What follows belongs to an exercise in optimizing a design on an open flow for small area, a short achievable clock period and few clock cycles per item; a production flow would make more cautious choices.
Where RTL was checked, it was by simulation tests only, not by an equivalence proof against the original.

==> flow/design.v (excerpt) <==
module cordic_final (
    input  wire        clk,
    input  wire        rst_n,
    input  wire        start,
    input  wire [31:0] x_in,
    input  wire        func_select,
    output wire        busy,
    output reg         done,
    output wire [32:0] result
);
    assign busy = 1'b0;
    reg [15:0] z0r;
    always @(posedge clk) z0r <= func_select ? x_in[15:0] : {x_in[15], x_in[15:1]};
    reg [0:0] fsr;
    always @(posedge clk) fsr <= func_select;
    wire zs = z0r[15];
    wire [14:0] zv = z0r[14:0] ^ {15{zs}};
    wire [15:1] tq;
    assign tq[1] = (zv >= 15'd1731);
    assign tq[2] = (zv >= 15'd2756);
    assign tq[3] = (zv >= 15'd3781);
    assign tq[4] = (zv >= 15'd4815);
    assign tq[5] = (zv >= 15'd5849);
    assign tq[6] = (zv >= 15'd6874);
    assign tq[7] = (zv >= 15'd7899);
    assign tq[8] = (zv >= 15'd9000);
    assign tq[9] = (zv >= 15'd10101);
    assign tq[10] = (zv >= 15'd11126);
    assign tq[11] = (zv >= 15'd12151);
    assign tq[12] = (zv >= 15'd13185);
    assign tq[13] = (zv >= 15'd14219);
    assign tq[14] = (zv >= 15'd15244);
    assign tq[15] = (zv >= 15'd16269);
    wire [3:0] cnt;
    assign cnt[3] = tq[8];
    assign cnt[2] = (tq[4] & ~tq[8]) | tq[12];
    assign cnt[1] = (tq[2] & ~tq[4]) | (tq[6] & ~tq[8]) | (tq[10] & ~tq[12]) | tq[14];
    assign cnt[0] = (tq[1] & ~tq[2]) | (tq[3] & ~tq[4]) | (tq[5] & ~tq[6]) | (tq[7] & ~tq[8]) | (tq[9] & ~tq[10]) | (tq[11] & ~tq[12]) | (tq[13] & ~tq[14]) | tq[15];
    reg [3:0] cq;
    always @(posedge clk) cq <= cnt;
    reg [0:0] sq;
    always @(posedge clk) sq <= zs;
    reg [14:0] vq;
    always @(posedge clk) vq <= zv;
  ...
Size in the first run: about 4200 cells after synthesis, ~860 flip-flops, ~71 I/O pins, ~45000 sq um of cells after synthesis.
Settings: LEC_CHECK=0, CAP_MARGIN=20, CORE_MARGIN=2, CORE_UTILIZATION=70, CTS_CLUSTER_DIAMETER=80, CTS_CLUSTER_SIZE=28, SLEW_MARGIN=20; clock period 12.0 ns.
standard.sh (not shown) runs the stock make flow with config.mk's settings and CLKGATE_MAP_FILE= SYNTH_SCRIPT=/design/flow/synth_recipe.tcl, a recipe that flattens the netlist after the stock synthesis.
==> flow/flow/run.sh <==
#!/bin/bash
set -euo pipefail
bash standard.sh SETUP_SLACK_MARGIN=8.2 finish > standard_flow.log 2>&1
Testbench counts at the start, summed over its fixed seeds: cycles 2,176, items 2,048.
Rerun with:
CORE_UTILIZATION = 40   (was 70)
CTS_CLUSTER_SIZE = 35   (was 28)
Final cell count increases by 13%.
Routed wire length rises by 5.8%.
Fmax came out higher by 0.90%.
Design area grows by 1.7%.
Core utilization shrinks by 31 points.
Synthesized cell count is unchanged.
Non-clock buffer count grows by 2.
Setup slack improved by 0.033 ns.
Worst hold slack hardly moves.
Clock-buffer cell count drops by 7.
Rerun with:
CORE_UTILIZATION = 55   (was 40)
CTS_CLUSTER_SIZE = 28   (was 35)
- global-route usage goes up by 6.1 points
- worst setup slack barely changes
- wire length goes up by about 1.7%
- cell area goes down by about 0.9%
- clock skew hardly moves
- area after synthesis does not change
- hold slack is about the same
- cell count goes down by about 7%
- non-clock buffer count goes up by 3
- die area goes down by 27%
Rerun with:
CORE_UTILIZATION = 40   (was 55)
CTS_CLUSTER_DIAMETER = unset   (was 80)
CTS_CLUSTER_SIZE = unset   (was 28)
After rerunning:
- via count climbs by 1.9%
- core utilization shrinks by 14 points
- die area climbs by 37%
- setup slack improved by 0.043 ns
- register-to-register slack improved by 0.05 ns
- critical path depth is unchanged
Rerun with:
==> flow/flow/run.sh (replaced) <==
#!/bin/bash
set -euo pipefail
bash standard.sh SETUP_SLACK_MARGIN=8.5 finish > standard_flow.log 2>&1
After rerunning:
- final area goes up by 1.0%
- worst hold slack is better by 0.0061 ns
- routed wire length barely changes
Rerun with:
==> flow/flow/run.sh (replaced) <==
#!/bin/bash
set -euo pipefail
bash standard.sh SETUP_SLACK_MARGIN=7.8 finish > standard_flow.log 2>&1
Outcome: Utilization drops by 0.60 points; non-clock buffer count came out lower by 22; via count barely changes; wire length goes down slightly; setup slack loses 0.36 ns; synthesized cell count does not change; worst hold slack got worse by 0.0064 ns; first-iteration DRC count fell by a few percent.

* * *

Another version of the RTL of cordic_final (not shown whole).
Settings: LEC_CHECK=0, CAP_MARGIN=20, CORE_MARGIN=2, CORE_UTILIZATION=40, CTS_BUF_LIST=sky130_fd_sc_hd__clkbuf_8, CTS_CLUSTER_DIAMETER=60, CTS_CLUSTER_SIZE=14, SLEW_MARGIN=20; clock period 12.0 ns.
==> flow/flow/run.sh <==
#!/bin/bash
set -euo pipefail
bash standard.sh SETUP_SLACK_MARGIN=8.65 finish > standard_flow.log 2>&1
The baseline ran to the end with no violations.
Testbench counts at the start, summed over its fixed seeds: cycles 2,168, items 2,048.
==> next run, changes <==
CTS_BUF_LIST = default   (was sky130_fd_sc_hd__clkbuf_8)
CTS_CLUSTER_DIAMETER = 80   (was 60)
CTS_CLUSTER_SIZE = 35   (was 14)
Outcome: Hold slack stays flat. Design area is about the same. Wire length fell by 0.61%.

* * *

## run a
cordic_final, a different RTL version from the one above (not shown whole).
For scale: ~5900 cells after synthesis, roughly 71 I/O pins, about 53000 µm² of cells after synthesis.
clock: 12.0 ns
lec_check: 0
cap_margin: 20
core_margin: 2
core_utilization: 40
setup_slack_margin: 5
slew_margin: 20
run.sh (not shown) runs the stock make flow with config.mk's settings and CLKGATE_MAP_FILE= SYNTH_SCRIPT=/design/flow/synth_recipe.tcl, a recipe that flattens the netlist after the stock synthesis.
Stock flow here: none of the scripts above is used.
Testbench counts of run a, summed over its fixed seeds: cycles 2,120, items 2,048.
Relative to run a, the following input files were edited for run b:
# run a
export LEC_CHECK = 0
export CAP_MARGIN = 20
export CORE_MARGIN = 2
export CORE_UTILIZATION = 40
export SETUP_SLACK_MARGIN = 5
export SLEW_MARGIN = 20
create_clock -name core_clock -period 12.0 [get_ports {clk}]
# run b
export LEC_CHECK = 0
export CAP_MARGIN = 20
export CORE_MARGIN = 2
export CORE_UTILIZATION = 40
export SLEW_MARGIN = 20
create_clock -name core_clock -period 12.0 [get_ports {clk}]
--- outcome ---
Met1 layer usage reported by global route: run b vs run a — no meaningful difference
Area: run b vs run a -> run b smaller
Reg-to-reg setup timing slack for run b: 1.34 ns down relative to run a

* * *

Setup of v24:
RTL: one of the versions met above, not the one the previous note started from.
Size in the first run: roughly 4,200 cells after synthesis, ~860 flip-flops.
Settings: LEC_CHECK=0, CAP_MARGIN=20, CORE_MARGIN=2, CORE_UTILIZATION=40, SLEW_MARGIN=20; clock period 12.0 ns.
standard.sh (not shown) runs the stock make flow with config.mk's settings and CLKGATE_MAP_FILE= SYNTH_SCRIPT=/design/flow/synth_recipe.tcl, a recipe that flattens the netlist after the stock synthesis.
==> flow/flow/run.sh <==
#!/bin/bash
set -euo pipefail
bash standard.sh SETUP_SLACK_MARGIN=8.35 finish > standard_flow.log 2>&1
Testbench counts of v24, summed over its fixed seeds: cycles 2,176, items 2,048.
Edits applied to the flow inputs when going from v24 to v19:
==> flow/flow/run.sh <==
#!/bin/bash
set -euo pipefail
bash standard.sh SETUP_SLACK_MARGIN=8.2 finish > standard_flow.log 2>&1
--- a/flow/config.mk
+++ b/flow/config.mk
@@ -10,2 +10,4 @@
 export CORE_UTILIZATION = 40
+export CTS_CLUSTER_DIAMETER = 80
+export CTS_CLUSTER_SIZE = 28
 export SLEW_MARGIN = 20
## What came out
Clock distribution area overhead in the final layout was lower in the run labelled v19.
Of the two values seen for capture point of the critical path, result[32] was produced by v19 and result[14] by v24.
In v19 the final area turned out about 3.7% lower than in v24.
Compare v24 and v19 | area growth from synthesis to layout lower: v19
NOTE: minimum clock period after layout in v19 exceeds that of v24
Worst slew slack as a fraction of its limit in v19 vs v24: up 1.6 points
Input-level comparison between v59 and v19:
==> flow/flow/run.sh <==
#!/bin/bash
set -euo pipefail
bash standard.sh SETUP_SLACK_MARGIN=8.0 finish > standard_flow.log 2>&1
--- a/flow/config.mk
+++ b/flow/config.mk
@@ -10,4 +10,2 @@
 export CORE_UTILIZATION = 40
-export CTS_CLUSTER_DIAMETER = 80
-export CTS_CLUSTER_SIZE = 28
 export SLEW_MARGIN = 20
Results
Sort v59 and v19 by depth of the CTS H-tree, descending, and v59 comes first. v59 vs. v19: number of nets at the end of the flow picked up an extra 41, DRC violation total after the first TritonRoute iteration picked up an extra 21, number of cells on the critical path lost 1, area growth from synthesis to final layout picked up an extra 3.6 points. Measured against each other, v59 and v19 differ in period utilization, the higher figure coming from v59. v19 → v59: total wire length after detailed routing up 1000 microns. Lower area of all placed cells without fillers was reported by v19, not v59.

* * *

== the reference run ==
Another version of the RTL of cordic_final (not shown whole).
For scale: roughly 4400 cells after synthesis, about 71 I/O pins, about 47000 sq um of cells after synthesis.
Settings: LEC_CHECK=0, CAP_MARGIN=20, CORE_MARGIN=2, CORE_UTILIZATION=40, SLEW_MARGIN=20; clock period 12.0 ns.
run.sh (not shown) runs the stock make flow with config.mk's settings and CLKGATE_MAP_FILE= SYNTH_SCRIPT=/design/flow/synth_recipe.tcl, a recipe that flattens the netlist after the stock synthesis.
Stock flow here: none of the scripts above is used.
The reference run closes out successfully: all stages finished, all timing, DRC and antenna checks passed.
The inputs of the trial run differ from those of the reference run as listed below.
==> flow/flow/run.sh (new file) <==
#!/bin/bash
set -euo pipefail
bash standard.sh SETUP_SLACK_MARGIN=7.8 finish > standard_flow.log 2>&1
==> flow/standard.sh (new file) <==
#!/bin/bash
# synth_recipe.tcl (not shown) runs the flow's synth.tcl, then flattens the netlist and writes it again
# the make line also repeats each setting of config.mk as NAME=value (left out here)
make -C /OpenROAD-flow-scripts/flow DESIGN_CONFIG=/design/flow/config.mk WORK_HOME=/design/flow/orfs CLKGATE_MAP_FILE= SYNTH_SCRIPT=/design/flow/synth_recipe.tcl "${@:-finish}"
removed: flow/run.sh
==> comparison <==
Delta (the trial run minus the reference run): final net count has remained practically unchanged, maximum frequency from static timing analysis has increased, relative area of clock buffers and inverters in the final design has remained practically unchanged, via count has remained practically unchanged, detailed route wirelength on metal3 has increased. The trial run ended with more non-clock buffer count than the reference run. There was hardly any difference in sequential share of layout area between the reference run and the trial run. Any difference in post-detailed-route wirelength per cell between the trial run and the reference run is small enough to ignore. The trial run closes out successfully: all stages finished, all timing, DRC and antenna checks passed.
Function was not checked in any run of this note: the RTL went through the layout flow alone.

* * *

cordic_final with an RTL version that a note above also has.
Size: ~770 flip-flops, roughly 71 I/O pins, roughly 0.044 mm² of cells after synthesis.
==> flow/config.mk <==
export PLATFORM = sky130hd
export DESIGN_NAME = cordic_final
export DESIGN_NICKNAME = cordic_final
export VERILOG_FILES = /design/flow/design.v
export SDC_FILE = /design/flow/constraint.sdc
export NUM_CORES = 4
export LEC_CHECK = 0
export CAP_MARGIN = 20
export CORE_MARGIN = 2
export CORE_UTILIZATION = 40
export CTS_CLUSTER_DIAMETER = 80
export CTS_CLUSTER_SIZE = 22
export SLEW_MARGIN = 20
==> flow/constraint.sdc <==
create_clock -name core_clock -period 12.0 [get_ports {clk}]
set_input_delay 2.4000 -clock core_clock [delete_from_list [all_inputs] [get_ports {clk}]]
set_output_delay 2.4000 -clock core_clock [all_outputs]
set_load 0.01 [all_outputs]
standard.sh (not shown) runs the stock make flow with config.mk's settings and CLKGATE_MAP_FILE= SYNTH_SCRIPT=/design/flow/synth_recipe.tcl, a recipe that flattens the netlist after the stock synthesis.
==> flow/flow/run.sh <==
#!/bin/bash
set -euo pipefail
bash standard.sh SETUP_SLACK_MARGIN=8.65 finish > standard_flow.log 2>&1
Testbench counts at the start, summed over its fixed seeds: cycles 2,168, items 2,048.
Edit:
==> flow/flow/run.sh (replaced) <==
#!/bin/bash
set -euo pipefail
bash standard.sh SETUP_SLACK_MARGIN=8.4 finish > standard_flow.log 2>&1
Settings changed: CTS_CLUSTER_SIZE 22 to 28.
Result: The changed run finished clean. Worst setup slack loses 0.065 ns. Via count barely changes. Critical path depth is higher by 1.
Edit:
==> flow/flow/run.sh (replaced) <==
#!/bin/bash
set -euo pipefail
bash standard.sh SETUP_SLACK_MARGIN=8.65 finish > standard_flow.log 2>&1
Settings changed: CTS_BUF_LIST from default to sky130_fd_sc_hd__clkbuf_8 sky130_fd_sc_hd__clkbuf_16, CTS_CLUSTER_SIZE 28 to 22.
Result: The new run passed the timing, design-rule and antenna checks; count of clock-buffer cells in the layout climbs by 3; core utilization hardly moves; area after synthesis does not change; worst setup slack improves by 0.065 ns; critical path depth drops by 1; design area is about the same.
Edit:
==> flow/flow/run.sh (replaced) <==
#!/bin/bash
set -euo pipefail
bash standard.sh SETUP_SLACK_MARGIN=8.5 finish > standard_flow.log 2>&1
Settings changed: CTS_BUF_LIST sky130_fd_sc_hd__clkbuf_8 sky130_fd_sc_hd__clkbuf_16 to default, CTS_CLUSTER_SIZE 22 to 28.
Global-route usage is about the same.
Final cell count hardly moves.
Area after synthesis is unchanged.
Worst setup slack degrades by 0.0058 ns.
Via count increases by 0.43%.
Worst hold slack degrades by 0.0057 ns.

* * *

Another version of the RTL of cordic_final (not shown whole).
Size: ~71 I/O pins, roughly 40,000 um2 of cells after synthesis.
clock: 12.0 ns
lec_check: 0
cap_margin: 20
core_margin: 2
core_utilization: 40
slew_margin: 20
run.sh (not shown) runs the stock make flow with config.mk's settings and CLKGATE_MAP_FILE= SYNTH_SCRIPT=/design/flow/synth_recipe.tcl, a recipe that flattens the netlist after the stock synthesis.
Stock flow here: none of the scripts above is used.
==> next run, changes <==
Settings changed: SETUP_SLACK_MARGIN set to 5.
Effect:
- The new run passed the timing, design-rule and antenna checks
- hold slack stays flat
- design area went up by 1.1%
- register-to-register slack gains 1.2 ns
- flip-flop and latch count is unchanged
- utilization went up by 0.50 points
- count of clock-buffer cells in the layout is unchanged
- worst setup slack gains 1.2 ns
Function was not checked in any run of this note: the RTL went through the layout flow alone.

[what the ideal ports hide]
Ports are ideal in the flow. The routed layouts listed here were re-timed in OpenROAD.
Step 1, drivers: a clkbuf_16 drives clk and a buf_2 each remaining input, both assumed.
Step 2 times the ports against the registers' clock, not the clock port: input delays grow and output delays shrink by t, the midpoint of the rising clock arrivals with the driver on.
Three values: ideal ports, drivers, drivers and shift; two values: the first two.
run	shift t [ns]	slack for setup (ns)	slew at the worst register clock pin (ns)
the first run of note 1	0.660	8.236 / 8.170 / 8.144	0.10 / 0.10
the second run of note 1	0.673	8.269 / 8.210 / 8.176	0.12 / 0.12
the third run of note 1	0.673	8.269 / 8.205 / 8.084	0.10 / 0.10
the fourth run of note 1	0.712	8.311 / 8.249 / 8.156	0.07 / 0.07
the fifth run of note 1	0.703	8.311 / 8.252 / 8.186	0.07 / 0.07
the sixth run of note 1	0.712	7.950 / 7.887 / 8.071	0.07 / 0.07
the first run of note 2	0.756	8.392 / 8.334 / 8.033	0.09 / 0.09
the second run of note 2	0.683	8.473 / 8.404 / 8.098	0.12 / 0.12
run a	0.711	5.261 / 5.261 / 5.261	0.07 / 0.07
run b	0.709	3.919 / 3.919 / 3.919	0.07 / 0.07
v24	0.704	8.323 / 8.261 / 8.189	0.07 / 0.07
v19	0.672	8.265 / 8.204 / 8.171	0.10 / 0.10
v59	0.713	8.084 / 8.021 / 8.155	0.07 / 0.07
the reference run	0.713	7.631 / 7.631 / 7.631	0.07 / 0.07
the trial run	0.713	7.962 / 7.893 / 8.045	0.07 / 0.07
the first run of note 6	0.665	8.492 / 8.430 / 8.094	0.09 / 0.09
the second run of note 6	0.661	8.428 / 8.369 / 8.054	0.10 / 0.10
the third run of note 6	0.665	8.492 / 8.430 / 8.094	0.09 / 0.09
the fourth run of note 6	0.671	8.487 / 8.423 / 8.058	0.10 / 0.10
the first run of note 7	0.668	4.226 / 4.226 / 4.226	0.06 / 0.06
the second run of note 7	0.668	5.406 / 5.406 / 5.406	0.06 / 0.06
After both steps every run listed still meets setup and hold. The setup slack of the fourth run of note 6, which loses most, moves by -0.064 ns with the drivers and by -0.429 ns with both steps.
